From an optimization exercise on the open Yosys and OpenROAD flow, aimed at a short achievable clock period and few clock cycles; shortcuts taken in it are not production practice. Function was checked by simulation only, so behaviour that the tests miss may differ from the original. Power and IR drop assume default switching activity.

**run.sh**
```bash
#!/bin/bash
# synth_recipe.tcl (not shown) runs the flow's synth.tcl, then flattens the netlist and writes it again
# the make line also repeats each setting of config.mk as NAME=value (left out here)
make -C /OpenROAD-flow-scripts/flow DESIGN_CONFIG=/design/flow/config.mk WORK_HOME=/design/flow/orfs CLKGATE_MAP_FILE= SYNTH_SCRIPT=/design/flow/synth_recipe.tcl finish
```
**config.mk**
```make
export PLATFORM = sky130hd
export DESIGN_NAME = pipeline
export DESIGN_NICKNAME = pipeline
export VERILOG_FILES = /design/flow/design.v
export SDC_FILE = /design/flow/constraint.sdc
export NUM_CORES = 4
export LEC_CHECK = 0
export ABC_CLOCK_PERIOD_IN_PS = 2500
export CAP_MARGIN = 20
export CORE_MARGIN = 2
export CORE_UTILIZATION = 40
export PLACE_DENSITY = 0.6
export SETUP_SLACK_MARGIN = 3.5
export SLEW_MARGIN = 20
```
**constraint.sdc**
```tcl
create_clock -name core_clock -period 6.5 [get_ports {input_clk}]
set_input_delay 1.3000 -clock core_clock [delete_from_list [all_inputs] [get_ports {input_clk}]]
set_output_delay 1.3000 -clock core_clock [all_outputs]
set_load 0.01 [all_outputs]
```
**design.v**
```verilog
`timescale 1ns / 1ps
module pipeline #( parameter A_SIZE = 10,
                   parameter D_SIZE = 32)
                (
                input                           input_clk,
                input                           reset,
                input           [15:0]          instruction,
                input           [D_SIZE-1:0]    data_in,
                output          [A_SIZE-1:0]    pc,
                output          [D_SIZE-1:0]    data_out,
                output          [A_SIZE-1:0]    addr,
                output                          mem_wr_en,
                output                          halted
                );
    wire clk = input_clk;
    logic [9:0]  pc_q;           
    logic        halt_q;
    logic        d_v;
    logic [15:0] d_ir;
    logic [9:0]  d_pc1;          
    logic [9:0]  d_pnpc;         
    logic        d_pt;           
    logic [9:0]  d_rtgt;         
    logic        d_alu, d_shift, d_halt, d_ld, d_ldc, d_st, d_wr, d_shl;
    logic        d_use_x, d_use_y, d_br, d_jmp, d_rind;
    logic [2:0]  d_dest, d_rx;
    logic        d_add, d_sub, d_log, d_shr, d_sra;
    logic [3:0]  d_tt;
    logic [7:0]  d_top;          
    logic        e_v;            
    logic [31:0] e_a, e_b;
    logic        e_wen, e_load;
    logic [2:0]  e_dest;
    logic        e_add, e_sub, e_log, e_shr, e_shl, e_sra;
    logic [3:0]  e_tt;           
    logic [5:0]  e_sh;
    logic        e_br, e_jmp, e_rind;  
    logic [2:0]  e_c;
    logic        e_pt;
    logic [9:0]  e_pc1, e_pnpc, e_rtgt;
    logic        w_v, w_wen, w_load;    
    logic [2:0]  w_dest;
    logic [31:0] w_res;
    logic [31:0] rf [0:7];
    logic [9:0]  addr_q;
    logic [31:0] dout_q;
    logic        we_q;
    logic [9:0]  sv [0:7];       
    logic [7:0]  sk;             
    logic [7:0]  ss;             
    assign pc        = pc_q;
    assign addr      = addr_q;
    assign data_out  = dout_q;
    assign mem_wr_en = we_q;
    assign halted    = halt_q;
    wire [31:0] sum_a, sum_s;
    ks_add #(32) add_a (.a(e_a), .b(e_b),  .cin(1'b0), .s(sum_a), .cout());
    ks_add #(32) add_s (.a(e_a), .b(~e_b), .cin(1'b1), .s(sum_s), .cout());
    logic [31:0] lg;
    always_comb
        for (int i = 0; i < 32; i++) lg[i] = e_tt[{e_a[i], e_b[i]}];
    wire        fill  = e_sra & e_a[31];
    wire [32:0] shr_x = $signed({fill, e_a}) >>> e_sh[4:0];
    wire [31:0] shr   = e_sh[5] ? {32{fill}} : shr_x[31:0];
    wire [31:0] shl   = e_sh[5] ? 32'd0 : (e_a << e_sh[4:0]);
    wire [31:0] alu_o = ({32{e_log}} & lg) | ({32{e_shr}} & shr) | ({32{e_shl}} & shl);
    wire [31:0] alu   = e_add ? (e_sub ? sum_s : sum_a) : alu_o;
    logic cond;
    always_comb
        case (e_c[1:0])
            2'b00: cond =  e_a[31];
            2'b01: cond = ~e_a[31];
            2'b10: cond = (e_a == 32'd0);
            default: cond = (e_a != 32'd0);
        endcase
    wire       taken   = e_jmp | (~e_c[2] & cond);
    wire       tgt_bad = e_rind & (e_b[9:0] != e_pnpc);
    wire       mispred = e_v & e_br & ((taken ^ e_pt) | (taken & tgt_bad));
    wire [9:0] act_npc = taken ? (e_rind ? e_b[9:0] : e_rtgt) : e_pc1;
    wire [31:0] w_val = w_load ? data_in : w_res;
    wire [2:0] d_ry = d_ir[2:0];
    wire [7:0] imm  = d_ir[7:0];
    wire ld_stall = d_v & e_v & e_load &
                    ((d_use_x & (d_rx == e_dest)) | (d_use_y & (d_ry == e_dest)));
    wire e_fwd = e_v & e_wen & ~e_load;
    wire w_fwd = w_v & w_wen;
    wire [31:0] xo = d_ldc ? {24'd0, imm} : (w_fwd && w_dest == d_rx) ? w_val : rf[d_rx];
    wire [31:0] yo = d_ldc ? 32'd0 : (w_fwd && w_dest == d_ry) ? w_val : rf[d_ry];
    wire xsel = ~d_ldc & e_fwd & (e_dest == d_rx);
    wire ysel = ~d_ldc & e_fwd & (e_dest == d_ry);
    wire xs_a = xsel & e_add & ~e_sub, xs_s = xsel & e_add & e_sub, xs_o = xsel & ~e_add;
    wire ys_a = ysel & e_add & ~e_sub, ys_s = ysel & e_add & e_sub, ys_o = ysel & ~e_add;
    wire [31:0] xv = ({32{xs_a}} & sum_a) | ({32{xs_s}} & sum_s) | ({32{xs_o}} & alu_o) | ({32{~xsel}} & xo);
    wire [31:0] yv = ({32{ys_a}} & sum_a) | ({32{ys_s}} & sum_s) | ({32{ys_o}} & alu_o) | ({32{~ysel}} & yo);
    wire as_a = d_st ? xs_a : ys_a, as_s = d_st ? xs_s : ys_s, as_o = d_st ? xs_o : ys_o;
    wire as_n = d_st ? ~xsel : ~ysel;
    wire [9:0] ao = d_st ? xo[9:0] : yo[9:0];
    wire [9:0] av = ({10{as_a}} & sum_a[9:0]) | ({10{as_s}} & sum_s[9:0]) | ({10{as_o}} & alu_o[9:0]) | ({10{as_n}} & ao);
    wire d_go   = d_v & ~mispred & ~ld_stall;   
    wire f_hold = ld_stall;                     
    wire [2:0] ta = d_ir[5:3], tb = d_ir[2:0], td = d_ir[8:6];
    wire [9:0] va = sv[ta], vb = sv[tb], vd = sv[td];
    wire [9:0] t_add, t_sub;
    wire       t_add_c, t_sub_c;
    ks_add #(10, 4) add_t (.a(va), .b(vb),  .cin(1'b0), .s(t_add), .cout(t_add_c));
    ks_add #(10, 4) sub_t (.a(va), .b(~vb), .cin(1'b1), .s(t_sub), .cout(t_sub_c));
    wire [41:0] t_shl = {32'd0, vd} << d_ir[4:0];
    wire        sab   = ss[ta] & ss[tb];
    wire [9:0]  n_alu = ({10{d_top[0]}} & t_add) | ({10{d_top[1]}} & t_sub) |
                        ({10{d_top[2]}} & (va & vb)) | ({10{d_top[3]}} & (va | vb)) |
                        ({10{d_top[4]}} & (va ^ vb)) | ({10{d_top[5]}} & ~(va & vb)) |
                        ({10{d_top[6]}} & ~(va | vb)) | ({10{d_top[7]}} & ~(va ^ vb));
    wire        s_alu = (d_top[0] & sab & ~t_add_c) | (d_top[1] & sab & t_sub_c) |
                        (d_top[2] & (ss[ta] | ss[tb])) | ((d_top[3] | d_top[4]) & sab);
    logic [9:0] n_v;
    logic       n_k, n_s;
    always_comb begin
        n_v = 10'd0; n_k = 1'b0; n_s = 1'b0;
        if (d_ldc) begin
            n_v = {2'b00, imm}; n_k = 1'b1; n_s = 1'b1;
        end else if (d_alu) begin
            n_v = n_alu;
            n_k = sk[ta] & sk[tb];
            n_s = s_alu & n_k;
        end else if (d_shl) begin
            if (d_ir[5]) begin
                n_v = 10'd0; n_k = 1'b1; n_s = 1'b1;
            end else begin
                n_v = t_shl[9:0]; n_k = sk[td]; n_s = ss[td] & (t_shl[41:10] == 32'd0);
            end
        end else if (d_shift) begin              
            n_k = (d_ir[5] & ~d_sra) | ss[td];
            n_s = n_k;
            n_v = d_ir[5] ? 10'd0 : (vd >> d_ir[4:0]);
        end
    end
    always_ff @(posedge clk, negedge reset)
        if (!reset) begin
            for (int i = 0; i < 8; i++) sv[i] <= '0;
            sk <= 8'hff;
            ss <= 8'hff;
        end else if (d_go && d_wr) begin
            sv[d_dest] <= n_v;
            sk[d_dest] <= n_k;
            ss[d_dest] <= n_s;
        end
    wire [9:0] b_v  = d_ldc ? {2'b00, imm} : d_ir[5] ? 10'd0 : t_shl[9:0];
    wire       b_k  = d_ldc | (d_shl & (d_ir[5] | sk[td]));
    wire       b_bk = ~d_ldc | ({2'b00, imm} <= pc_q);
    logic [9:0] fv [0:7];
    logic [7:0] ftk, fbk, czk, cnz, csk;
    always_comb
        for (int j = 0; j < 8; j++) begin
            if (d_v && d_wr && d_dest == j) begin
                fv[j]  = b_v;
                ftk[j] = b_k;
                fbk[j] = b_bk;
                czk[j] = d_ldc;
                cnz[j] = (imm != 8'd0);
                csk[j] = d_ldc;
            end else begin
                fv[j]  = sv[j];
                ftk[j] = sk[j];
                fbk[j] = (sv[j] <= pc_q);
                czk[j] = sk[j] & (ss[j] | (sv[j] != 10'd0));
                cnz[j] = (sv[j] != 10'd0);
                csk[j] = ss[j];
            end
        end
    wire [6:0] fop = instruction[15:9];
    logic f_alu, f_shift, f_halt, f_ld, f_ldc, f_st, f_jmp, f_jmpc, f_jmprc, f_jmpr;
    logic f_add, f_sub, f_log, f_shr, f_sra, f_shl;
    logic [3:0] f_tt;
    logic [7:0] f_top;
    always_comb begin
        {f_alu, f_shift, f_halt, f_ld, f_ldc, f_st, f_jmp, f_jmpc, f_jmprc, f_jmpr} = '0;
        {f_add, f_sub, f_log, f_shr, f_sra, f_shl} = '0;
        f_tt  = 4'b1100;                         
        f_top = 8'd0;
        casez (fop)
            7'd1, 7'd2:  begin f_alu = 1'b1; f_add = 1'b1; f_top[0] = 1'b1; end
            7'd3, 7'd4:  begin f_alu = 1'b1; f_add = 1'b1; f_sub = 1'b1; f_top[1] = 1'b1; end
            7'd5:        begin f_alu = 1'b1; f_log = 1'b1; f_tt = 4'b1000; f_top[2] = 1'b1; end
            7'd6:        begin f_alu = 1'b1; f_log = 1'b1; f_tt = 4'b1110; f_top[3] = 1'b1; end
            7'd7:        begin f_alu = 1'b1; f_log = 1'b1; f_tt = 4'b0110; f_top[4] = 1'b1; end
            7'd8:        begin f_alu = 1'b1; f_log = 1'b1; f_tt = 4'b0111; f_top[5] = 1'b1; end
            7'd9:        begin f_alu = 1'b1; f_log = 1'b1; f_tt = 4'b0001; f_top[6] = 1'b1; end
            7'd10:       begin f_alu = 1'b1; f_log = 1'b1; f_tt = 4'b1001; f_top[7] = 1'b1; end
            7'd11:       begin f_shift = 1'b1; f_shr = 1'b1; end
            7'd12:       begin f_shift = 1'b1; f_shr = 1'b1; f_sra = 1'b1; end
            7'd13, 7'd14: begin f_shift = 1'b1; f_shl = 1'b1; end
            7'd15:       f_halt = 1'b1;
            7'b00100??:  f_ld = 1'b1;
            7'b00101??:  begin f_ldc = 1'b1; f_log = 1'b1; end
            7'b00110??:  f_st = 1'b1;
            7'b1000???:  f_jmp = 1'b1;
            7'b1100???:  f_jmpr = 1'b1;
            7'b1010???:  f_jmpc = 1'b1;
            7'b1110???:  f_jmprc = 1'b1;
            default: ;
        endcase
    end
    wire       f_cc   = ~fop[2];                 
    wire       f_wr   = f_alu | f_shift | f_ld | f_ldc;
    wire [2:0] f_dest = (f_ld | f_ldc) ? instruction[10:8] : instruction[8:6];
    wire [2:0] f_rx   = f_alu ? instruction[5:3] : f_st ? instruction[10:8] : instruction[8:6];
    wire f_use_x = f_alu | f_shift | f_st | ((f_jmpc | f_jmprc) & f_cc);
    wire f_use_y = f_alu | f_ld | f_st | f_jmp | (f_jmpc & f_cc);
    wire f_br    = f_jmp | ((f_jmpc | f_jmprc) & f_cc);
    wire f_rind  = f_jmp | f_jmpc;
    wire [2:0] fc     = fop[2:0];
    wire [2:0] fr     = instruction[8:6];
    wire [2:0] ft     = instruction[2:0];
    wire [9:0] f_pc1  = pc_q + 10'd1;
    wire [9:0] f_rtgt = pc_q + {4'd0, instruction[5:0]};
    wire       t_k  = ftk[ft], t_bk = fbk[ft];
    wire [9:0] t_v  = fv[ft];
    wire c_known = fc[1] ? czk[fr] : csk[fr];
    wire c_val   = fc[1] ? (fc[0] ? cnz[fr] : ~cnz[fr]) : fc[0];
    wire pt_reg  = (f_jmp & t_k) |
                   (f_jmpc & f_cc & t_k & (c_known ? c_val : t_bk));
    wire pt_rel  = f_jmpr | (f_jmprc & f_cc & c_known & c_val);
    wire [9:0] f_pnpc = pt_rel ? f_rtgt : pt_reg ? t_v : f_pc1;
    wire       f_pt   = pt_rel | pt_reg;
    always_ff @(posedge clk, negedge reset)
        if (!reset) begin
            pc_q   <= '0;
            halt_q <= 1'b0;
            d_v    <= 1'b0;
            e_v    <= 1'b0;
            w_v    <= 1'b0;
            we_q   <= 1'b0;
        end else if (!halt_q) begin
            if (mispred)      pc_q <= act_npc;
            else if (!f_hold) pc_q <= f_pnpc;
            if (mispred)      d_v <= 1'b0;
            else if (!f_hold) d_v <= 1'b1;
            halt_q <= d_v & d_halt & ~mispred;
            e_v    <= d_go & ~d_halt;
            we_q   <= d_go & d_st;
            w_v    <= e_v;
        end
    always_ff @(posedge clk)
        if (!f_hold) begin
            d_ir    <= instruction;
            d_pc1   <= f_pc1;
            d_pnpc  <= f_pnpc;
            d_pt    <= f_pt;
            d_rtgt  <= f_rtgt;
            d_alu   <= f_alu;
            d_shift <= f_shift;
            d_halt  <= f_halt;
            d_ld    <= f_ld;
            d_ldc   <= f_ldc;
            d_st    <= f_st;
            d_wr    <= f_wr;
            d_shl   <= f_shl;
            d_use_x <= f_use_x;
            d_use_y <= f_use_y;
            d_br    <= f_br;
            d_jmp   <= f_jmp;
            d_rind  <= f_rind;
            d_dest  <= f_dest;
            d_rx    <= f_rx;
            d_add   <= f_add;
            d_sub   <= f_sub;
            d_log   <= f_log;
            d_shr   <= f_shr;
            d_sra   <= f_sra;
            d_tt    <= f_tt;
            d_top   <= f_top;
        end
    always_ff @(posedge clk) begin
        e_a    <= xv;
        e_b    <= yv;
        e_wen  <= d_wr;
        e_load <= d_ld;
        e_dest <= d_dest;
        e_add  <= d_add;
        e_sub  <= d_sub;
        e_log  <= d_log;
        e_tt   <= d_tt;
        e_shr  <= d_shr;
        e_sra  <= d_sra;
        e_shl  <= d_shl;
        e_sh   <= d_ir[5:0];
        e_br   <= d_br;
        e_jmp  <= d_jmp;
        e_rind <= d_rind;
        e_c    <= d_ir[11:9];
        e_pt   <= d_pt;
        e_pc1  <= d_pc1;
        e_pnpc <= d_pnpc;
        e_rtgt <= d_rtgt;
    end
    always_ff @(posedge clk) begin
        addr_q <= av;
        dout_q <= yv;
    end
    always_ff @(posedge clk) begin
        w_wen  <= e_wen;
        w_load <= e_load;
        w_dest <= e_dest;
        w_res  <= alu;
    end
    always_ff @(posedge clk, negedge reset)
        if (!reset) begin
            for (int i = 0; i < 8; i++) rf[i] <= '0;
        end else if (!halt_q && w_v && w_wen)
            rf[w_dest] <= w_val;
endmodule
module ks_add #(parameter W = 32, parameter L = 5) (
    input  [W-1:0] a,
    input  [W-1:0] b,
    input          cin,
    output [W-1:0] s,
    output         cout
);
    wire [W-1:0] g [0:L];
    wire [W-1:0] p [0:L];
    assign g[0] = a & b;
    assign p[0] = a ^ b;
    genvar l, i;
    generate
        for (l = 0; l < L; l = l + 1) begin : lv
            for (i = 0; i < W; i = i + 1) begin : bt
                if (i >= (1 << l)) begin : c
                    assign g[l+1][i] = g[l][i] | (p[l][i] & g[l][i - (1 << l)]);
                    assign p[l+1][i] = p[l][i] & p[l][i - (1 << l)];
                end else begin : n
                    assign g[l+1][i] = g[l][i];
                    assign p[l+1][i] = p[l][i];
                end
            end
        end
    endgenerate
    wire [W-1:0] co = g[L] | (p[L] & {W{cin}});
    assign s    = p[0] ^ {co[W-2:0], cin};
    assign cout = co[W-1];
endmodule
```
==> results of run 1 <==
## cell type report
cell class | instances | share of cell area (%)
multi-input cells | 3825 | 53.4
flip-flops and latches | 614 | 26.6
repair buffers | 621 | 11.2
clock buffers | 107 | 3.72
well taps | 1414 | 3.11
inverters | 180 | 1.34
clock inverters | 22 | 0.575
diodes | 4 | 0.0176
## per-stage QoR
step | util [%] | instance area (sq um) | setup WS [ps] | std cells | hold WS [ps]
after detailed placement | 43.0 | 46800 | 1350 | 6267 | 327
after global routing | 52.2 | 56800 | 2150 | 6786 | 340
final | 52.2 | 56800 | 2280 | 6787 | 337
after floorplan | - | 44800 | 2360 | 4986 | 323
after global placement | 43.0 | 46800 | 1380 | 6267 | 323
after CTS | 50.5 | 54900 | 2340 | 6698 | 339
## power by group
part	total [uW]	internal [uW]	leakage (uW)	switching, uW
sequential	6430	5120	0.00659	1310
combinational	9460	4200	0.0152	5270
clock	4200	2470	0.00119	1730
total	20100	11800	0.0230	8310
## logic make-up (layout without fill, tap and decap cells)
family / Yosys count / count (layout)
AO/OA/AOI/OAI: 1608 / 1608
AND/OR/NAND/NOR: 1492 / 1498
flip-flops: 614 / 614
buffers and inverters: 553 / 930
multiplexers: 456 / 456
adder cells (fa/ha/maj): 192 / 192
XOR/XNOR: 71 / 71
other: 0 / 4
## final timing paths
| path | from | end | slack, ps | cells past startpoint |
|---|---|---|---|---|
| min in group asynchronous | reset | we_q$_DFFE_PN0N_ | 620 | 1 |
| min reg2reg | d_pc1[3]$_DFFE_PN_ | e_pc1[3]$_DFF_P_ | 340 | 0 |
| max in group asynchronous | reset | rf[6][5]$_DFFE_PN0P_ | 4490 | 2 |
| max | d_ir[2]$_DFFE_PN_ | sv[0][8]$_DFFE_PN0P_ | 2280 | 17 |
| max reg2reg | d_ir[2]$_DFFE_PN_ | sv[0][8]$_DFFE_PN0P_ | 2280 | 17 |
| min | d_pc1[3]$_DFFE_PN_ | e_pc1[3]$_DFF_P_ | 340 | 0 |
## flip-flops by register name, indices dropped and copies added (netlist names), 4 cells and up
register / count
d_rtgt: 10
e_sh: 6
d_top: 8
pc_q: 10
d_pnpc: 10
ss: 8
rf: 256
d_pc1: 10
d_tt: 4
e_a: 32
e_tt: 4
sk: 8
e_b: 32
addr_q: 10
d_ir: 12
e_pnpc: 10
e_pc1: 10
sv: 80
w_res: 32
e_rtgt: 10
## per-layer routing
layer	wire [um]	share of wire, %	GRT usage (%)	vias up
met5	52	0.024	0	-
met1	80700	37	46.0	22200
met4	20200	9.3	28.4	8
met3	20800	9.7	8.07	834
li1	-	-	-	19300
met2	94200	44	56.4	3007
## worst register-to-register path, cell delays in order, from the launching register on
cell and delay, ps:
sky130_fd_sc_hd__edfxtp_1 430, sky130_fd_sc_hd__buf_6 150, sky130_fd_sc_hd__buf_12 140, sky130_fd_sc_hd__buf_6 150
sky130_fd_sc_hd__buf_4 150, sky130_fd_sc_hd__mux2i_1 130, sky130_fd_sc_hd__a221oi_1 590, sky130_fd_sc_hd__o22ai_1 280
sky130_fd_sc_hd__ha_1 380, sky130_fd_sc_hd__inv_1 110, sky130_fd_sc_hd__o22ai_1 90, sky130_fd_sc_hd__a21o_1 210
sky130_fd_sc_hd__a31o_2 260, sky130_fd_sc_hd__a221o_1 360, sky130_fd_sc_hd__a21oi_2 190, sky130_fd_sc_hd__a211oi_4 70
sky130_fd_sc_hd__buf_12 160, sky130_fd_sc_hd__mux2_4 260
## repair_timing
action / CTS / global route
setup endpoints to repair: 379 / 249
gates resized for setup: 720 / 264
buffers inserted: 279 / 80
pin swaps: 180 / 138
gates cloned: 23 / 5
## layout by cell type (no fill, tap or decap), types with 42 or more instances in the layout
cell                                n
sky130_fd_sc_hd__a211oi_1          42
sky130_fd_sc_hd__nand4_1           61
sky130_fd_sc_hd__buf_4            350
sky130_fd_sc_hd__clkdlybuf4s50_1   64
sky130_fd_sc_hd__a21oi_1          390
sky130_fd_sc_hd__o211ai_1          50
sky130_fd_sc_hd__o21ai_0          340
sky130_fd_sc_hd__clkbuf_16         76
sky130_fd_sc_hd__dfrtp_1          332
sky130_fd_sc_hd__ha_1             149
sky130_fd_sc_hd__a22oi_1          116
sky130_fd_sc_hd__mux4_2           154
sky130_fd_sc_hd__buf_6             95
sky130_fd_sc_hd__edfxtp_1          78
sky130_fd_sc_hd__nor2_1           440
sky130_fd_sc_hd__inv_1            139
sky130_fd_sc_hd__mux2_2            72
sky130_fd_sc_hd__a21o_1            42
sky130_fd_sc_hd__mux2i_1          178
sky130_fd_sc_hd__nor3_1            68
sky130_fd_sc_hd__nand2b_1          47
sky130_fd_sc_hd__dfxtp_1          105
sky130_fd_sc_hd__o21ai_1           42
sky130_fd_sc_hd__nand3_1           82
sky130_fd_sc_hd__nand2_1          478
sky130_fd_sc_hd__a221oi_1          43
==> reports/results.env, run 1 <==
NUMBER_OF_SINKS_DRIVEN_BY_THE_CLOCK_TREE=614
WIRE_PER_INST_UM=31.8
DRIVE_GT1_SHARE_PCT=28.7
CTSLONGESTPATHBUFFERS=3
SYNTHADDERAREAFRAC_PCT=5.53
DRCVIOLATIONCOUNT=0
CRITICAL_PATH.MAX_STAGE_DELAY_PS=590
POST_SYNTH_XOR_AREA_FRACTION_PCT=1.42
STD_CELL_ROWS=121
GRT_START_MAX_NET_PINS=148
GP_CONGESTION=1.07
POSTROUTEWIRELENGTH_MM=216
ANTENNA_VIOLATING_NETS_POST_ROUTE=0
OUTCOME='timing/DRC/antenna clean'
YS_SEQ_AREA_SHARE_PCT=34.0
CP_DATA_REQUIRED_TIME_PS=7030
VIAS=45400
POST_SYNTH_MAIN_AREA_CONTRIBUTORS='sky130_fd_sc_hd__dfrtp_1, sky130_fd_sc_hd__mux4_2, sky130_fd_sc_hd__dfxtp_1, sky130_fd_sc_hd__ha_1, sky130_fd_sc_hd__edfxtp_1'
FP.DIEAREA_SQ_MM=0.112
AVGSYNTHCELLAREA_SQ_UM=8.80
SYNTHDISTINCTLIBCELLS=100
OVERFLOW=0
TIMING.FINAL.CRIT_SHARE_PCT=64.9
CP_MAX_FANOUT=8
WORST_SETUP_PATH_START_KIND='flip-flop'
P_LEAK_uW=0.0230
GLOBALROUTETOTALUTIL_PCT=37.1
FRACTION_OF_SYNTHESIS_FLOPS_USING_AN_ASYNCHRONOUS_SET_OR_RESET_PIN_PCT=59.8
RSZ0062_AT_GRT='true'
PATH_CLK_SLEW_PS=70
DRTITER0DRC=5855
CP_SLOWEST_CELL='sky130_fd_sc_hd__a221oi_1'
SYNTH_COMPOUND_GATE_AREA_SHARE_PCT=23.5
YS_TOP_CELLS_BY_COUNT='sky130_fd_sc_hd__nand2_1, sky130_fd_sc_hd__nor2_1, sky130_fd_sc_hd__a21oi_1, sky130_fd_sc_hd__o21ai_0, sky130_fd_sc_hd__dfrtp_1'
WORST_HOLD_PATH_TYPE='reg -> reg'
TOTALPOWERFINAL_uW=20100
YOSYS.CELL_COUNT.TOP_TYPE='sky130_fd_sc_hd__nand2_1'
CTS-HOLD-FIX-BUFFERS=0
POST_SYNTH_INST_COUNT=4986
YS_SEQ_ELEMENTS=614
MAX_SLEW_MARGIN_PCT=19.7
INITIAL_UTILIZATION_PCT=40.3
FINALMAXSLEWVIOLATIONS=0
YOSYS.AREA.TOP_TYPE_SHARE_PCT=20.0
CTS.HTREE.LEVELS=3
SYNTH_EDF_COUNT=78
WORSTSETUPENDPOINTTYPE='flip-flop'
DETAIL_ROUTE.VIAS_PER_CELL=6.69
FINAL_HOLD_VIOL_COUNT=0
SYNTH-MAIN-FF-CELL='sky130_fd_sc_hd__dfrtp_1'
YOSYS.AREA.TOP_TYPE='sky130_fd_sc_hd__dfrtp_1'
DRTPASS1ITERATIONS=6
SEQ_AREA_SQ_MM=0.0151
FLOORPLAN.CORE_AREA_SQ_MM=0.109
FIN_NETS=5554
IRDROPWORSTVDD_V=0.000190
SYNTH_WARNINGS=6
LARGEST_FAMILY_OF_LOGIC_CELLS_BY_SYNTHESIZED_AREA='compound AO/OA/AOI/OAI gates'
SYNTH.MUX.AREA_FRACTION_PCT=15.1
DESIGN.PORTCOUNT=104
TNS_PS=0
CELLS_ALONG_THE_CRITICAL_PATH='buf_6 > buf_12 > buf_6 > buf_4 > mux2i_1 > a221oi_1 > o22ai_1 > ha_1 > inv_1 > o22ai_1 > a21o_1 > a31o_2 > a221o_1 > a21oi_2 > a211oi_4 > buf_12 > mux2_4'
SYNTHESIS.AREA_SQ_MM=0.0439
POST_SYNTH_AND_OR_NAND_NOR_AREA_FRACTION_PCT=15.5
SYNTHTOLAYOUTAREAGROWTH_PCT=29.5
NUMPORTBUFFERS=103
FINALCLOCKSKEW_PS=27.3
FILLERS=9838
GRT_PASS1_WL_MM=306
ANTENNA_VIOLATIONS_BEFORE_REPAIR=11
DIE_H_UM=335
DP_HPWL_MM=139
TIGHTESTPINTRANSITION_PS=1200
CRITPATHARRIVALTIME_PS=4750
REPORT.FINAL.SETUP_VIOL=0
CLK_LATENCY_PS=660
PATH_DELAY_FAMILY='compound AO/OA/AOI/OAI gates'
CHIPWIDTH_UM=335
SYNTHESIS.NETS=5228
SETUP.WORST_PATH.CLASS='reg -> reg'
MULTI_INPUT_COMB_AREA_SQ_MM=0.0303
CTS_ROOT_BUFFER='sky130_fd_sc_hd__clkbuf_16'
CTS_TREE='yes'
CAP_VIOL_MAX_COUNT=0
MAXCLOCKFREQUENCY_GHz=0.237
POWER_DENS_CELLS_mW_PER_MM2=354
CRITPATHBUFINV=6
TRITONCTS.NUM_BUFFERS=70
GRT_PASS1_VIAS=42600
FINALWORSTPATHREQUIREDPERIOD_PS=4220
Testbench counts, summed over its fixed seeds: cycles 153,521.
==> run 2: changes to the inputs <==
--- a/design.v
+++ b/design.v
@@ -33,7 +33,9 @@
     logic [2:0]  e_dest;
     logic        e_add, e_sub, e_log, e_shr, e_shl, e_sra;
     logic [3:0]  e_tt;           
-    logic [5:0]  e_sh;
+    logic [7:0]  e_shlo;         
+    logic [3:0]  e_shhi;         
+    logic        e_s5;
     logic        e_br, e_jmp, e_rind;  
     logic [2:0]  e_c;
     logic        e_pt;
@@ -48,6 +50,9 @@
     logic [9:0]  sv [0:7];       
     logic [7:0]  sk;             
     logic [7:0]  ss;             
+    logic [9:0]  e_nv;           
+    logic        e_nk, e_ns;
+    logic [7:0]  d_ta_oh, d_tb_oh, d_td_oh;    
     assign pc        = pc_q;
     assign addr      = addr_q;
     assign data_out  = dout_q;
@@ -60,9 +65,31 @@
     always_comb
         for (int i = 0; i < 32; i++) lg[i] = e_tt[{e_a[i], e_b[i]}];
     wire        fill  = e_sra & e_a[31];
-    wire [32:0] shr_x = $signed({fill, e_a}) >>> e_sh[4:0];
-    wire [31:0] shr   = e_sh[5] ? {32{fill}} : shr_x[31:0];
-    wire [31:0] shl   = e_sh[5] ? 32'd0 : (e_a << e_sh[4:0]);
+    wire [63:0] x_r   = {{32{fill}}, e_a};
+    wire [63:0] x_l   = {e_a, 32'd0};
+    logic [55:0] r1;
+    logic [31:0] shr, l1, shl;
+    always_comb begin
+        r1 = '0;
+        for (int i = 0; i < 56; i++)
+            for (int k = 0; k < 8; k++)
+                r1[i] = r1[i] | (e_shlo[k] & x_r[i + k]);
+        for (int i = 0; i < 32; i++) begin
+            shr[i] = e_s5 & fill;
+            for (int m = 0; m < 4; m++)
+                shr[i] = shr[i] | (e_shhi[m] & r1[i + 8*m]);
+        end
+        for (int i = 0; i < 32; i++) begin
+            l1[i] = 1'b0;
+            for (int k = 0; k < 8; k++)
+                l1[i] = l1[i] | (e_shlo[k] & x_l[32 + i - k]);
+        end
+        for (int i = 0; i < 32; i++) begin
+            shl[i] = 1'b0;
+            for (int m = 0; m < 4; m++)
+                if (i >= 8*m) shl[i] = shl[i] | (e_shhi[m] & l1[i - 8*m]);
+        end
+    end
     wire [31:0] alu_o = ({32{e_log}} & lg) | ({32{e_shr}} & shr) | ({32{e_shl}} & shl);
     wire [31:0] alu   = e_add ? (e_sub ? sum_s : sum_a) : alu_o;
     logic cond;
@@ -98,20 +125,35 @@
     wire [9:0] av = ({10{as_a}} & sum_a[9:0]) | ({10{as_s}} & sum_s[9:0]) | ({10{as_o}} & alu_o[9:0]) | ({10{as_n}} & ao);
     wire d_go   = d_v & ~mispred & ~ld_stall;   
     wire f_hold = ld_stall;                     
+    wire       e_tw = e_v & e_wen;
     wire [2:0] ta = d_ir[5:3], tb = d_ir[2:0], td = d_ir[8:6];
-    wire [9:0] va = sv[ta], vb = sv[tb], vd = sv[td];
+    wire       eb_a = e_tw & (e_dest == ta);
+    wire       eb_b = e_tw & (e_dest == tb);
+    wire       eb_d = e_tw & (e_dest == td);
+    logic [9:0] va, vb, vd;
+    logic       ka, kb, kd, sa, sb, sd;
+    always_comb begin
+        va = eb_a ? e_nv : 10'd0; ka = eb_a & e_nk; sa = eb_a & e_ns;
+        vb = eb_b ? e_nv : 10'd0; kb = eb_b & e_nk; sb = eb_b & e_ns;
+        vd = eb_d ? e_nv : 10'd0; kd = eb_d & e_nk; sd = eb_d & e_ns;
+        for (int j = 0; j < 8; j++) begin
+            if (d_ta_oh[j] && !eb_a) begin va = va | sv[j]; ka = ka | sk[j]; sa = sa | ss[j]; end
+            if (d_tb_oh[j] && !eb_b) begin vb = vb | sv[j]; kb = kb | sk[j]; sb = sb | ss[j]; end
+            if (d_td_oh[j] && !eb_d) begin vd = vd | sv[j]; kd = kd | sk[j]; sd = sd | ss[j]; end
+        end
+    end
     wire [9:0] t_add, t_sub;
     wire       t_add_c, t_sub_c;
     ks_add #(10, 4) add_t (.a(va), .b(vb),  .cin(1'b0), .s(t_add), .cout(t_add_c));
     ks_add #(10, 4) sub_t (.a(va), .b(~vb), .cin(1'b1), .s(t_sub), .cout(t_sub_c));
     wire [41:0] t_shl = {32'd0, vd} << d_ir[4:0];
-    wire        sab   = ss[ta] & ss[tb];
+    wire        sab   = sa & sb;
     wire [9:0]  n_alu = ({10{d_top[0]}} & t_add) | ({10{d_top[1]}} & t_sub) |
                         ({10{d_top[2]}} & (va & vb)) | ({10{d_top[3]}} & (va | vb)) |
                         ({10{d_top[4]}} & (va ^ vb)) | ({10{d_top[5]}} & ~(va & vb)) |
                         ({10{d_top[6]}} & ~(va | vb)) | ({10{d_top[7]}} & ~(va ^ vb));
     wire        s_alu = (d_top[0] & sab & ~t_add_c) | (d_top[1] & sab & t_sub_c) |
-                        (d_top[2] & (ss[ta] | ss[tb])) | ((d_top[3] | d_top[4]) & sab);
+                        (d_top[2] & (sa | sb)) | ((d_top[3] | d_top[4]) & sab);
     logic [9:0] n_v;
     logic       n_k, n_s;
     always_comb begin
@@ -120,48 +162,57 @@
             n_v = {2'b00, imm}; n_k = 1'b1; n_s = 1'b1;
         end else if (d_alu) begin
             n_v = n_alu;
-            n_k = sk[ta] & sk[tb];
+            n_k = ka & kb;
             n_s = s_alu & n_k;
         end else if (d_shl) begin
             if (d_ir[5]) begin
                 n_v = 10'd0; n_k = 1'b1; n_s = 1'b1;
             end else begin
-                n_v = t_shl[9:0]; n_k = sk[td]; n_s = ss[td] & (t_shl[41:10] == 32'd0);
+                n_v = t_shl[9:0]; n_k = kd; n_s = sd & (t_shl[41:10] == 32'd0);
             end
         end else if (d_shift) begin              
-            n_k = (d_ir[5] & ~d_sra) | ss[td];
+            n_k = (d_ir[5] & ~d_sra) | sd;
             n_s = n_k;
             n_v = d_ir[5] ? 10'd0 : (vd >> d_ir[4:0]);
         end
     end
+    always_ff @(posedge clk) begin
+        e_nv <= n_v;
+        e_nk <= n_k;
+        e_ns <= n_s;
+    end
     always_ff @(posedge clk, negedge reset)
         if (!reset) begin
             for (int i = 0; i < 8; i++) sv[i] <= '0;
             sk <= 8'hff;
             ss <= 8'hff;
-        end else if (d_go && d_wr) begin
-            sv[d_dest] <= n_v;
-            sk[d_dest] <= n_k;
-            ss[d_dest] <= n_s;
+        end else if (e_tw) begin
+            sv[e_dest] <= e_nv;
+            sk[e_dest] <= e_nk;
+            ss[e_dest] <= e_ns;
         end
     wire [9:0] b_v  = d_ldc ? {2'b00, imm} : d_ir[5] ? 10'd0 : t_shl[9:0];
-    wire       b_k  = d_ldc | (d_shl & (d_ir[5] | sk[td]));
-    wire       b_bk = ~d_ldc | ({2'b00, imm} <= pc_q);
+    wire       b_k  = d_ldc | (d_shl & (d_ir[5] | kd));
+    wire       e_nz = (e_nv != 10'd0);
     logic [9:0] fv [0:7];
-    logic [7:0] ftk, fbk, czk, cnz, csk;
+    logic [7:0] ftk, czk, cnz, csk;
     always_comb
         for (int j = 0; j < 8; j++) begin
             if (d_v && d_wr && d_dest == j) begin
                 fv[j]  = b_v;
                 ftk[j] = b_k;
-                fbk[j] = b_bk;
                 czk[j] = d_ldc;
                 cnz[j] = (imm != 8'd0);
                 csk[j] = d_ldc;
+            end else if (e_tw && e_dest == j) begin
+                fv[j]  = e_nv;
+                ftk[j] = e_nk;
+                czk[j] = e_nk & (e_ns | e_nz);
+                cnz[j] = e_nz;
+                csk[j] = e_ns;
             end else begin
                 fv[j]  = sv[j];
                 ftk[j] = sk[j];
-                fbk[j] = (sv[j] <= pc_q);
                 czk[j] = sk[j] & (ss[j] | (sv[j] != 10'd0));
                 cnz[j] = (sv[j] != 10'd0);
                 csk[j] = ss[j];
@@ -213,13 +264,16 @@
     wire [2:0] ft     = instruction[2:0];
     wire [9:0] f_pc1  = pc_q + 10'd1;
     wire [9:0] f_rtgt = pc_q + {4'd0, instruction[5:0]};
-    wire       t_k  = ftk[ft], t_bk = fbk[ft];
+    wire       t_k  = ftk[ft];
     wire [9:0] t_v  = fv[ft];
-    wire c_known = fc[1] ? czk[fr] : csk[fr];
-    wire c_val   = fc[1] ? (fc[0] ? cnz[fr] : ~cnz[fr]) : fc[0];
-    wire pt_reg  = (f_jmp & t_k) |
-                   (f_jmpc & f_cc & t_k & (c_known ? c_val : t_bk));
-    wire pt_rel  = f_jmpr | (f_jmprc & f_cc & c_known & c_val);
+    logic [3:0] kt [0:7];
+    always_comb
+        for (int j = 0; j < 8; j++)
+            kt[j] = {czk[j] & cnz[j], czk[j] & ~cnz[j], csk[j], 1'b0};
+    wire [3:0] kt_r = kt[fr];
+    wire cond_t  = f_cc & kt_r[fc[1:0]];
+    wire pt_reg  = t_k & (f_jmp | (f_jmpc & cond_t));
+    wire pt_rel  = f_jmpr | (f_jmprc & cond_t);
     wire [9:0] f_pnpc = pt_rel ? f_rtgt : pt_reg ? t_v : f_pc1;
     wire       f_pt   = pt_rel | pt_reg;
     always_ff @(posedge clk, negedge reset)
@@ -269,6 +323,9 @@
             d_sra   <= f_sra;
             d_tt    <= f_tt;
             d_top   <= f_top;
+            d_ta_oh <= 8'd1 << instruction[5:3];
+            d_tb_oh <= 8'd1 << instruction[2:0];
+            d_td_oh <= 8'd1 << instruction[8:6];
         end
     always_ff @(posedge clk) begin
         e_a    <= xv;
@@ -283,7 +340,9 @@
         e_shr  <= d_shr;
         e_sra  <= d_sra;
         e_shl  <= d_shl;
-        e_sh   <= d_ir[5:0];
+        e_shlo <= 8'd1 << d_ir[2:0];
+        e_shhi <= d_ir[5] ? 4'd0 : (4'd1 << d_ir[4:3]);
+        e_s5   <= d_ir[5];
         e_br   <= d_br;
         e_jmp  <= d_jmp;
         e_rind <= d_rind;
==> run 2 against run 1 <==
  * First-iteration DRC count is 39% higher
  * Final cell count decreased by 4.7%
  * Non-clock buffer count is 48 lower
  * Synthesized cell count down 4.1%
  * Core utilization is 0.70 points lower
  * Sequential share of layout area up 3.8 points
  * Die area fell by 4.7%
  * Critical path type unchanged
  * Largest cell class unchanged
==> reports/results.env, run 2 <==
SYNTHESIS.NETS=4943  # was 5,228
DP_HPWL_MM=135  # was 139 mm
SETUP.WORST_PATH.CLASS='reg -> reg'  # unchanged
FIN_NETS=5180  # was 5,554
YS_SEQ_ELEMENTS=657  # was 614
LARGEST_REGISTERS='rf (256), sv (80)'  # unchanged
WORSTSETUPENDPOINTTYPE='flip-flop'  # unchanged
IRDROPWORSTVDD_V=0.000218  # was 0.000190 V
SYNTHESIS.AREA_SQ_MM=0.0418  # was 0.0439 sq mm
ANTENNA_VIOLATING_NETS_POST_ROUTE=0  # unchanged
NUMBER_OF_SINKS_DRIVEN_BY_THE_CLOCK_TREE=657  # was 614
REPORT.FINAL.SETUP_VIOL=0  # unchanged
ANTENNA_VIOLATIONS_BEFORE_REPAIR=17  # was 11
FINALWORSTPATHREQUIREDPERIOD_PS=3970  # was 4220 ps
TIMING.FINAL.CRIT_SHARE_PCT=61.0  # was 64.9%
OVERFLOW=0  # unchanged
YS_SEQ_AREA_SHARE_PCT=38.4  # was 34.0%
DESIGN.PORTCOUNT=104  # unchanged
POWER_DENS_CELLS_mW_PER_MM2=367  # was 354 mW/mm^2
CLK_LATENCY_PS=700  # was 660 ps
CHIPWIDTH_UM=327  # was 335 um
POSTPLACECELLAREA_SQ_MM=0.0444  # was 0.0468 sq mm
WORST_SETUP_PATH_START_KIND='flip-flop'  # unchanged
TRITONCTS.NUM_BUFFERS=75  # was 70
NUMPORTBUFFERS=103  # unchanged
CTS_ROOT_BUFFER='sky130_fd_sc_hd__clkbuf_16'  # unchanged
DETAIL_ROUTE.VIAS_PER_CELL=6.89  # was 6.69
WORST_HOLD_PATH_TYPE='reg -> reg'  # unchanged
SYNTHDISTINCTLIBCELLS=98  # was 100
VIAS=44600  # was 45.4k
DRTPASS1ITERATIONS=9  # was 6
STD_CELL_ROWS=118  # was 121
DRIVE_GT1_SHARE_PCT=24.8  # was 28.7%
POSTROUTEWIRELENGTH_MM=209  # was 216 mm
FP.DIEAREA_SQ_MM=0.107  # was 0.112 sq mm
GLOBALROUTETOTALUTIL_PCT=37.6  # was 37.1%
TNS_PS=0  # unchanged
FINALMAXSLEWVIOLATIONS=0  # unchanged
CTS-HOLD-FIX-BUFFERS=0  # unchanged
DRTITER0DRC=8122  # was 5,855
HOLD_SLACK_PS=334  # was 337 ps
CP_MAX_FANOUT=3  # was 8
RSZ0062_AT_GRT='true'  # unchanged
MOST_COMMON_LIBRARY_CELL_IN_THE_LAYOUT_IGNORING_FILL_AND_TAPS='sky130_fd_sc_hd__nand2_1'  # unchanged
TOTALPOWERFINAL_uW=19600  # was 20,100 uW
FINALCLOCKSKEW_PS=67.6  # was 27.3 ps
MAX_SLEW_MARGIN_PCT=19.6  # was 19.7%
DIE_H_UM=327  # was 335 um
TIGHTESTPINTRANSITION_PS=1200  # about the same
CRITPATHARRIVALTIME_PS=4540  # was 4750 ps
FINAL_HOLD_VIOL_COUNT=0  # unchanged
CTSLONGESTPATHBUFFERS=3  # unchanged
YS_TOP_CELLS_BY_COUNT='sky130_fd_sc_hd__nand2_1, sky130_fd_sc_hd__a22oi_1, sky130_fd_sc_hd__clkbuf_1, sky130_fd_sc_hd__o21ai_0, sky130_fd_sc_hd__dfrtp_1'  # was sky130_fd_sc_hd__nand2_1, sky130_fd_sc_hd__nor2_1, sky130_fd_sc_hd__a21oi_1, sky130_fd_sc_hd__o21ai_0, sky130_fd_sc_hd__dfrtp_1
MAXCLOCKFREQUENCY_GHz=0.252  # was 0.237 GHz
SYNTH_EDF_COUNT=102  # was 78
POST_SYNTH_INST_COUNT=4783  # was 4,986
GP_CONGESTION=1.04  # was 1.07
TOP_LIBRARY_CELLS_BY_USAGE_IN_THE_LAYOUT_FILL_AND_TAPS_ASIDE='sky130_fd_sc_hd__nand2_1, sky130_fd_sc_hd__a22oi_1, sky130_fd_sc_hd__buf_4'  # was sky130_fd_sc_hd__nand2_1, sky130_fd_sc_hd__nor2_1, sky130_fd_sc_hd__a21oi_1
CTS_TREE='yes'  # unchanged
PATH_CLK_SLEW_PS=60  # was 70 ps
SYNTH_WARNINGS=7  # was 6
POST_SYNTH_MAIN_AREA_CONTRIBUTORS='sky130_fd_sc_hd__dfrtp_1, sky130_fd_sc_hd__dfxtp_1, sky130_fd_sc_hd__edfxtp_1, sky130_fd_sc_hd__a22oi_1, sky130_fd_sc_hd__nand2_1'  # was sky130_fd_sc_hd__dfrtp_1, sky130_fd_sc_hd__mux4_2, sky130_fd_sc_hd__dfxtp_1, sky130_fd_sc_hd__ha_1, sky130_fd_sc_hd__edfxtp_1
CP_DATA_REQUIRED_TIME_PS=7070  # was 7030 ps
WIRE_PER_INST_UM=32.4  # was 31.8 um
OUTCOME='timing/DRC/antenna clean'  # unchanged
DRCVIOLATIONCOUNT=0  # unchanged
YOSYS.AREA.TOP_TYPE='sky130_fd_sc_hd__dfrtp_1'  # unchanged
REGISTER_WITH_THE_HIGHEST_FLOP_COUNT='rf'  # unchanged
FINALINSTANCEAREA_SQ_MM=0.0534  # was 0.0568 sq mm
SYNTHTOLAYOUTAREAGROWTH_PCT=27.7  # was 29.5%
GRT_PASS1_VIAS=41200  # was 42.6k
FLOORPLAN.CORE_AREA_SQ_MM=0.104  # was 0.109 sq mm
GRT_START_MAX_NET_PINS=86  # was 148
AVGSYNTHCELLAREA_SQ_UM=8.74  # was 8.80 sq um
INITIAL_UTILIZATION_PCT=40.3  # about the same
FRACTION_OF_SYNTHESIS_FLOPS_USING_AN_ASYNCHRONOUS_SET_OR_RESET_PIN_PCT=55.9  # was 59.8%
SYNTH-MAIN-FF-CELL='sky130_fd_sc_hd__dfrtp_1'  # unchanged
CTS.HTREE.LEVELS=3  # unchanged
YOSYS.AREA.TOP_TYPE_SHARE_PCT=21.0  # was 20.0%
FLIP_FLOP_COUNT_OF_THE_LARGEST_REGISTER_ALL_COPIES_AND_WORDS_ADDED=256  # unchanged
P_LEAK_uW=0.0216  # was 0.0230 uW
CAP_VIOL_MAX_COUNT=0  # unchanged
YOSYS.CELL_COUNT.TOP_TYPE='sky130_fd_sc_hd__nand2_1'  # unchanged
FILLERS=9529  # was 9,838
GRT_PASS1_WL_MM=297  # was 306 mm
## run 2: metal layers
metal / track usage [%] / share of wire [%] / vias up
met4: 23.7 / 8.6 / 16
met2: 54.5 / 41 / 3628
met5: 0 / 0.049 / -
met1: 48.1 / 37 / 21500
li1: - / - / 18500
met3: 12.4 / 13 / 972
## run 2: cells by family after synthesis
logic type / after synthesis / share of synthesized area [%]
muxes: 311 / 8.97
adders and majority gates: 110 / 3.35
AOI/OAI and AO/OA: 1609 / 25.9
and+or+nand+nor: 1423 / 16.2
xor gates and xnor gates: 87 / 1.84
buffers and inverters: 586 / 5.35
DFF: 657 / 38.4
## run 2: worst max-delay path: stages (launching register included)
cell,delay [ps]
sky130_fd_sc_hd__dfxtp_4,420
sky130_fd_sc_hd__inv_2,60
sky130_fd_sc_hd__ha_4,240
sky130_fd_sc_hd__or4_4,540
sky130_fd_sc_hd__or4_4,590
sky130_fd_sc_hd__or3_4,400
sky130_fd_sc_hd__a211o_4,370
sky130_fd_sc_hd__a2111oi_4,320
sky130_fd_sc_hd__o41ai_2,140
sky130_fd_sc_hd__xnor2_2,370
sky130_fd_sc_hd__a21oi_4,140
sky130_fd_sc_hd__a22o_1,280
## run 2: area by class of cell
| cell class | instances | area (sq um) | area share (%) |
|---|---|---|---|
| Inverter | 168 | 664 | 1.24 |
| Multi-Input combinational cell | 3544 | 26400 | 49.4 |
| Clock inverter | 31 | 556 | 1.04 |
| Timing Repair inverter | 1 | 7.51 | 0.0141 |
| Timing Repair Buffer | 573 | 5590 | 10.5 |
| Clock buffer | 109 | 2220 | 4.15 |
| Tap cell | 1380 | 1730 | 3.23 |
| Antenna cell | 6 | 15.0 | 0.0281 |
| Sequential cell | 657 | 16200 | 30.4 |
## run 2: path summary, 6_finish.rpt
path,cells after the start,slack [ps],end,from
hold reg to reg,0,330,e_c[2]$_DFF_P_,d_ir[11]$_DFFE_PN_
hold / removal,0,330,e_c[2]$_DFF_P_,d_ir[11]$_DFFE_PN_
setup reg to reg,11,2530,e_a[28]$_DFF_P_,dout_q[10]$_DFF_P_
min in group asynchronous,1,600,sv[5][7]$_DFFE_PN0P_,reset
setup / recovery,11,2530,e_a[28]$_DFF_P_,dout_q[10]$_DFF_P_
max in group asynchronous,2,4540,rf[1][29]$_DFFE_PN0P_,reset
## run 2: power by group
group | internal (uW) | switching [uW]
Combinational | 3360 | 4910
Clock | 2810 | 1920
Sequential | 5410 | 1210
## run 2: timing repair
item / 4_1_cts / 5_1_grt
cloned: 13 / 1
pin swaps: 126 / 113
gates resized for setup: 590 / 257
buffers inserted: 252 / 77
setup endpoints to repair: 292 / 173
## run 2: per-stage QoR
step / instances / util [%] / setup WS [ps]
floorplan: 4783 / - / 2700
CTS: 6385 / 49.7 / 2560
finish: 6469 / 51.5 / 2530
global placement: 5980 / 42.8 / 1270
detailed placement: 5980 / 42.8 / 1200
global route: 6464 / 51.5 / 2510
Testbench counts of run 2, summed over its fixed seeds: cycles 153,521.
==> run 3: changes to the inputs <==
--- a/design.v
+++ b/design.v
@@ -29,6 +29,7 @@
     logic [7:0]  d_top;          
     logic        e_v;            
     logic [31:0] e_a, e_b;
+    logic [31:0] e_sa, e_ca;     
     logic        e_wen, e_load;
     logic [2:0]  e_dest;
     logic        e_add, e_sub, e_log, e_shr, e_shl, e_sra;
@@ -53,6 +54,7 @@
     logic [9:0]  e_nv;           
     logic        e_nk, e_ns;
     logic [7:0]  d_ta_oh, d_tb_oh, d_td_oh;    
+    logic [7:0]  d_rx_oh, d_ry_oh;             
     assign pc        = pc_q;
     assign addr      = addr_q;
     assign data_out  = dout_q;
@@ -64,9 +66,9 @@
     logic [31:0] lg;
     always_comb
         for (int i = 0; i < 32; i++) lg[i] = e_tt[{e_a[i], e_b[i]}];
-    wire        fill  = e_sra & e_a[31];
-    wire [63:0] x_r   = {{32{fill}}, e_a};
-    wire [63:0] x_l   = {e_a, 32'd0};
+    wire        fill  = e_sra & e_sa[31];
+    wire [63:0] x_r   = {{32{fill}}, e_sa};
+    wire [63:0] x_l   = {e_sa, 32'd0};
     logic [55:0] r1;
     logic [31:0] shr, l1, shl;
     always_comb begin
@@ -95,10 +97,10 @@
     logic cond;
     always_comb
         case (e_c[1:0])
-            2'b00: cond =  e_a[31];
-            2'b01: cond = ~e_a[31];
-            2'b10: cond = (e_a == 32'd0);
-            default: cond = (e_a != 32'd0);
+            2'b00: cond =  e_ca[31];
+            2'b01: cond = ~e_ca[31];
+            2'b10: cond = (e_ca == 32'd0);
+            default: cond = (e_ca != 32'd0);
         endcase
     wire       taken   = e_jmp | (~e_c[2] & cond);
     wire       tgt_bad = e_rind & (e_b[9:0] != e_pnpc);
@@ -111,14 +113,27 @@
                     ((d_use_x & (d_rx == e_dest)) | (d_use_y & (d_ry == e_dest)));
     wire e_fwd = e_v & e_wen & ~e_load;
     wire w_fwd = w_v & w_wen;
-    wire [31:0] xo = d_ldc ? {24'd0, imm} : (w_fwd && w_dest == d_rx) ? w_val : rf[d_rx];
-    wire [31:0] yo = d_ldc ? 32'd0 : (w_fwd && w_dest == d_ry) ? w_val : rf[d_ry];
+    wire xw = w_fwd & (w_dest == d_rx);
+    wire yw = w_fwd & (w_dest == d_ry);
+    logic [31:0] xo, yo;
+    always_comb begin
+        xo = ({32{xw & ~d_ldc}} & w_val) | ({32{d_ldc}} & {24'd0, imm});
+        yo = {32{yw & ~d_ldc}} & w_val;
+        for (int j = 0; j < 8; j++) begin
+            xo = xo | ({32{d_rx_oh[j] & ~xw & ~d_ldc}} & rf[j]);
+            yo = yo | ({32{d_ry_oh[j] & ~yw & ~d_ldc}} & rf[j]);
+        end
+    end
     wire xsel = ~d_ldc & e_fwd & (e_dest == d_rx);
     wire ysel = ~d_ldc & e_fwd & (e_dest == d_ry);
     wire xs_a = xsel & e_add & ~e_sub, xs_s = xsel & e_add & e_sub, xs_o = xsel & ~e_add;
     wire ys_a = ysel & e_add & ~e_sub, ys_s = ysel & e_add & e_sub, ys_o = ysel & ~e_add;
     wire [31:0] xv = ({32{xs_a}} & sum_a) | ({32{xs_s}} & sum_s) | ({32{xs_o}} & alu_o) | ({32{~xsel}} & xo);
     wire [31:0] yv = ({32{ys_a}} & sum_a) | ({32{ys_s}} & sum_s) | ({32{ys_o}} & alu_o) | ({32{~ysel}} & yo);
+    wire [31:0] xv_s = ({32{xs_a & d_shift}} & sum_a) | ({32{xs_s & d_shift}} & sum_s) |
+                       ({32{xs_o & d_shift}} & alu_o) | ({32{~xsel & d_shift}} & xo);
+    wire [31:0] xv_c = ({32{xs_a & d_br}} & sum_a) | ({32{xs_s & d_br}} & sum_s) |
+                       ({32{xs_o & d_br}} & alu_o) | ({32{~xsel & d_br}} & xo);
     wire as_a = d_st ? xs_a : ys_a, as_s = d_st ? xs_s : ys_s, as_o = d_st ? xs_o : ys_o;
     wire as_n = d_st ? ~xsel : ~ysel;
     wire [9:0] ao = d_st ? xo[9:0] : yo[9:0];
@@ -324,11 +339,15 @@
             d_tt    <= f_tt;
             d_top   <= f_top;
             d_ta_oh <= 8'd1 << instruction[5:3];
+            d_rx_oh <= 8'd1 << f_rx;
+            d_ry_oh <= 8'd1 << instruction[2:0];
             d_tb_oh <= 8'd1 << instruction[2:0];
             d_td_oh <= 8'd1 << instruction[8:6];
         end
     always_ff @(posedge clk) begin
         e_a    <= xv;
+        e_sa   <= xv_s;
+        e_ca   <= xv_c;
         e_b    <= yv;
         e_wen  <= d_wr;
         e_load <= d_ld;
@@ -354,7 +373,7 @@
     end
     always_ff @(posedge clk) begin
         addr_q <= av;
-        dout_q <= yv;
+        if (d_st) dout_q <= yv;          
     end
     always_ff @(posedge clk) begin
         w_wen  <= e_wen;
==> run 3 against run 2 <==
  * Sequential power is 9.2% higher
  * Hold slack better by 0.89 ps
  * Routed wire length is 11% higher
  * Clock-buffer cell count is 15 higher
  * Critical path depth is 6 higher
  * Global-route usage is 0.38 points lower
  * Critical endpoint is now e_ns$_SDFF_PP1_
  * Sequential cell count is 104 higher
  * Power is 9.1% higher
  * Clock power is 11% higher
  * Combinational power is 7.9% higher
==> reports/results.env, run 3 <==
OUTCOME='timing/DRC/antenna clean'  # unchanged
FINALMAXSLEWVIOLATIONS=0  # unchanged
MOST_COMMON_LIBRARY_CELL_IN_THE_LAYOUT_IGNORING_FILL_AND_TAPS='sky130_fd_sc_hd__nand2_1'  # unchanged
GRT_PASS1_VIAS=44400  # was 41.2k
DP_HPWL_MM=152  # was 135 mm
STD_CELL_ROWS=124  # was 118
YOSYS.AREA.TOP_TYPE='sky130_fd_sc_hd__dfrtp_1'  # unchanged
DRTITER0DRC=7833  # was 8,122
OVERFLOW=0  # unchanged
WORSTSETUPENDPOINTTYPE='flip-flop'  # unchanged
TIGHTESTPINTRANSITION_PS=1150  # was 1200 ps
SETUP.WORST_PATH.CLASS='reg -> reg'  # unchanged
CLK_LATENCY_PS=730  # was 700 ps
SYNTHTOLAYOUTAREAGROWTH_PCT=28.9  # was 27.7%
DIE_H_UM=344  # was 327 um
FINALINSTANCEAREA_SQ_MM=0.0597  # was 0.0534 sq mm
LAYOUT.CORE_UTILIZATION_PCT=52.1  # was 51.5%
ANTENNA_VIOLATIONS_BEFORE_REPAIR=8  # was 17
SYNTHESIS.AREA_SQ_MM=0.0463  # was 0.0418 sq mm
YOSYS.CELL_COUNT.TOP_TYPE='sky130_fd_sc_hd__nand2_1'  # unchanged
SYNTH-MAIN-FF-CELL='sky130_fd_sc_hd__dfrtp_1'  # unchanged
DRCVIOLATIONCOUNT=0  # unchanged
TIMING.REG2REG.WORST_PATH_DEPTH=17  # was 11
RSZ0062_AT_GRT='true'  # unchanged
POST_SYNTH_MAIN_AREA_CONTRIBUTORS='sky130_fd_sc_hd__dfrtp_1, sky130_fd_sc_hd__dfxtp_1, sky130_fd_sc_hd__edfxtp_1, sky130_fd_sc_hd__a22oi_1, sky130_fd_sc_hd__a21oi_1'  # was sky130_fd_sc_hd__dfrtp_1, sky130_fd_sc_hd__dfxtp_1, sky130_fd_sc_hd__edfxtp_1, sky130_fd_sc_hd__a22oi_1, sky130_fd_sc_hd__nand2_1
POWER_DENS_CELLS_mW_PER_MM2=359  # was 367 mW/mm^2
FRACTION_OF_SYNTHESIS_FLOPS_USING_AN_ASYNCHRONOUS_SET_OR_RESET_PIN_PCT=48.2  # was 55.9%
FINALWORSTPATHREQUIREDPERIOD_PS=3920  # was 3970 ps
SYNTHDISTINCTLIBCELLS=103  # was 98
LARGEST_REGISTERS='rf (256), sv (80)'  # unchanged
POST_SYNTH_INST_COUNT=5288  # was 4,783
GRT_START_MAX_NET_PINS=138  # was 86
CP_MAX_FANOUT=4  # was 3
CTS-HOLD-FIX-BUFFERS=0  # unchanged
TRITONCTS.NUM_BUFFERS=88  # was 75
YS_TOP_CELLS_BY_COUNT='sky130_fd_sc_hd__nand2_1, sky130_fd_sc_hd__a21oi_1, sky130_fd_sc_hd__a22oi_1, sky130_fd_sc_hd__nor2_1, sky130_fd_sc_hd__clkbuf_1'  # was sky130_fd_sc_hd__nand2_1, sky130_fd_sc_hd__a22oi_1, sky130_fd_sc_hd__clkbuf_1, sky130_fd_sc_hd__o21ai_0, sky130_fd_sc_hd__dfrtp_1
R2R_SLACK_PS=2580  # was 2530 ps
CAP_VIOL_MAX_COUNT=0  # unchanged
YS_SEQ_AREA_SHARE_PCT=40.0  # was 38.4%
POSTROUTEWIRELENGTH_MM=232  # was 209 mm
SYNTHESIS.NETS=5448  # was 4,943
CTS_TREE='yes'  # unchanged
MAX_SLEW_MARGIN_PCT=22.8  # was 19.6%
INITIAL_UTILIZATION_PCT=40.4  # was 40.3%
IRDROPWORSTVDD_V=0.000249  # was 0.000218 V
VIAS=48700  # was 44.6k
FINALCLOCKSKEW_PS=57.8  # was 67.6 ps
FP.DIEAREA_SQ_MM=0.119  # was 0.107 sq mm
DESIGN.PORTCOUNT=104  # unchanged
NUMBER_OF_SINKS_DRIVEN_BY_THE_CLOCK_TREE=761  # was 657
REPORT.FINAL.SETUP_VIOL=0  # unchanged
P_LEAK_uW=0.0236  # was 0.0216 uW
SYNTH_WARNINGS=7  # unchanged
HOLD_SLACK_PS=335  # was 334 ps
YS_SEQ_ELEMENTS=761  # was 657
WIRE_PER_INST_UM=32.4  # about the same
MAXCLOCKFREQUENCY_GHz=0.255  # was 0.252 GHz
FLOORPLAN.CORE_AREA_SQ_MM=0.115  # was 0.104 sq mm
CHIPWIDTH_UM=344  # was 327 um
YOSYS.AREA.TOP_TYPE_SHARE_PCT=19.0  # was 21.0%
ANTENNA_VIOLATING_NETS_POST_ROUTE=0  # unchanged
MIN_DELAY_PATH_DEPTH=0  # unchanged
PLACED_CELLS=6590  # was 5,980
CTS.HTREE.LEVELS=3  # unchanged
FINAL_CELLS=7155  # was 6,469
REGISTER_WITH_THE_HIGHEST_FLOP_COUNT='rf'  # unchanged
WORST_HOLD_PATH_TYPE='reg -> reg'  # unchanged
FIN_NETS=5726  # was 5,180
TNS_PS=0  # unchanged
DRIVE_GT1_SHARE_PCT=26.6  # was 24.8%
TIMING.FINAL.CRIT_SHARE_PCT=60.4  # was 61.0%
NUMPORTBUFFERS=103  # unchanged
WORST_SETUP_PATH_START_KIND='flip-flop'  # unchanged
DRTPASS1ITERATIONS=9  # unchanged
FINAL_HOLD_VIOL_COUNT=0  # unchanged
GLOBALROUTETOTALUTIL_PCT=37.2  # was 37.6%
TOP_LIBRARY_CELLS_BY_USAGE_IN_THE_LAYOUT_FILL_AND_TAPS_ASIDE='sky130_fd_sc_hd__nand2_1, sky130_fd_sc_hd__a22oi_1, sky130_fd_sc_hd__buf_4'  # unchanged
PATH_CLK_SLEW_PS=70  # was 60 ps
CTS_ROOT_BUFFER='sky130_fd_sc_hd__clkbuf_16'  # unchanged
POSTPLACECELLAREA_SQ_MM=0.0489  # was 0.0444 sq mm
AVGSYNTHCELLAREA_SQ_UM=8.76  # was 8.74 sq um
GRT_PASS1_WL_MM=323  # was 297 mm
DETAIL_ROUTE.VIAS_PER_CELL=6.80  # was 6.89
SYNTH_EDF_COUNT=142  # was 102
FLIP_FLOP_COUNT_OF_THE_LARGEST_REGISTER_ALL_COPIES_AND_WORDS_ADDED=256  # unchanged
CRITPATHARRIVALTIME_PS=4500  # was 4540 ps
CTSLONGESTPATHBUFFERS=3  # unchanged
CP_DATA_REQUIRED_TIME_PS=7080  # was 7070 ps
GP_CONGESTION=1.03  # was 1.04
-- run 3: timing repair --
| item | 4_1_cts | 5_1_grt |
|---|---|---|
| pin swaps | 135 | 201 |
| resized for setup | 670 | 435 |
| endpoints found under the hold margin | 0 | 0 |
| cloned | 2 | 12 |
| setup buffers | 235 | 149 |
| endpoints found under the setup margin | 339 | 273 |
-- run 3: layer usage --
layer / global-route usage [%] / vias up / wire (um)
li1: - / 20500 / -
met4: 27.5 / 6 / 21400
met1: 47.3 / 23500 / 85300
met5: 0 / - / 33
met2: 54.6 / 3748 / 97800
met3: 9.42 / 959 / 27100
-- run 3: critical path: stages (launching register included) --
cell and delay (ps):
sky130_fd_sc_hd__edfxtp_1 570, sky130_fd_sc_hd__xor2_2 230, sky130_fd_sc_hd__nor4_2 340, sky130_fd_sc_hd__buf_6 200, sky130_fd_sc_hd__mux2i_4 270, sky130_fd_sc_hd__inv_2 80
sky130_fd_sc_hd__ha_4 170, sky130_fd_sc_hd__fa_2 340, sky130_fd_sc_hd__a21o_1 160, sky130_fd_sc_hd__a21o_1 180, sky130_fd_sc_hd__a21oi_2 120, sky130_fd_sc_hd__o21bai_1 100
sky130_fd_sc_hd__a21o_1 180, sky130_fd_sc_hd__a21oi_2 210, sky130_fd_sc_hd__o21ai_2 70, sky130_fd_sc_hd__a311oi_2 300, sky130_fd_sc_hd__o21ai_2 120, sky130_fd_sc_hd__o2111ai_2 140
-- run 3: power by group --
part	leakage (uW)	switching, uW	internal [uW]	total (uW)
registers	0.00800	1140	6090	7230
clock network	0.00148	2270	2990	5260
logic	0.0142	5050	3860	8920
-- run 3: cell type report --
class,count,area (sq um)
multi-input combinational,3889,29300
inverter,203,798
timing repair buffer,622,5940
tap,1512,1890
clock inverter,39,493
sequential,761,18700
antenna,4,10.0
clock buffer,124,2550
timing repair inverter,1,7.51
fill,10400,55000
-- run 3: through the flow --
stage	power [uW]	setup WS, ps
after global routing	22200	2500
after CTS	20000	2630
after global placement	13200	1610
after detailed placement	13200	1510
after floorplan	11000	730
final	21400	2580
-- run 3: path summary, 6_finish.rpt --
kind	startpoint	end
max in group asynchronous	reset	pc_q[1]$_DFFE_PN0P_
min in group asynchronous	reset	rf[1][27]$_DFFE_PN0P_
worst min-delay path	d_rtgt[7]$_DFFE_PN_	e_rtgt[7]$_DFF_P_
worst max-delay path	d_ir[0]$_DFFE_PN_	e_ns$_SDFF_PP1_
worst min register to register	d_rtgt[7]$_DFFE_PN_	e_rtgt[7]$_DFF_P_
worst max register to register	d_ir[0]$_DFFE_PN_	e_ns$_SDFF_PP1_
-- run 3: cells by family (layout without fill, tap and decap cells) --
| logic type | Yosys count | after routing | synth area share (%) |
|---|---|---|---|
| DFF | 761 | 761 | 40.0 |
| AOI/OAI and AO/OA | 1807 | 1807 | 26.1 |
| and+or+nand+nor | 1593 | 1595 | 16.2 |
| muxes | 276 | 276 | 7.40 |
| other | 0 | 4 | 0 |
| xor gates and xnor gates | 101 | 101 | 1.91 |
| adders and majority gates | 110 | 110 | 3.02 |
| buffers and inverters | 640 | 989 | 5.33 |
Testbench counts of run 3, summed over its fixed seeds: cycles 153,521.

port drivers added, routing unchanged:
In the flow no input, the clock included, has a driving cell. The finished layouts below were timed again as built, in two steps. Step 1 sets driving cells, clkbuf_16 on the clock port and buf_2 on the other inputs (assumed; they add their load-dependent delay and slew). Step 2 moves the port delays by t, midway between the first and last clock arrival at a register: inputs arrive t later, outputs are due t later. That takes back most of the time a late clock gives input paths. a / b / c = ideal / step 1 / step 2; a / b = the first two.
| run | shift t [ns] | slack for setup (ns) | hold WS [ns] | latest minus earliest clock arrival (ns) | worst register clock-pin slew, ns |
|---|---|---|---|---|---|
| run 1 | 0.726 | 2.280 / 2.280 / 1.931 | 0.337 / 0.337 / 0.337 | 0.031 / 0.030 | 0.07 / 0.07 |
| run 2 | 0.741 | 2.534 / 2.534 / 1.939 | 0.334 / 0.334 / 0.334 | 0.068 / 0.068 | 0.09 / 0.09 |
| run 3 | 0.776 | 2.577 / 2.577 / 2.201 | 0.335 / 0.335 / 0.335 | 0.059 / 0.059 | 0.07 / 0.07 |
After both steps every run listed still meets setup and hold. The setup slack of run 2, which loses most, moves by 0.000 ns with the drivers and by -0.595 ns with both steps.
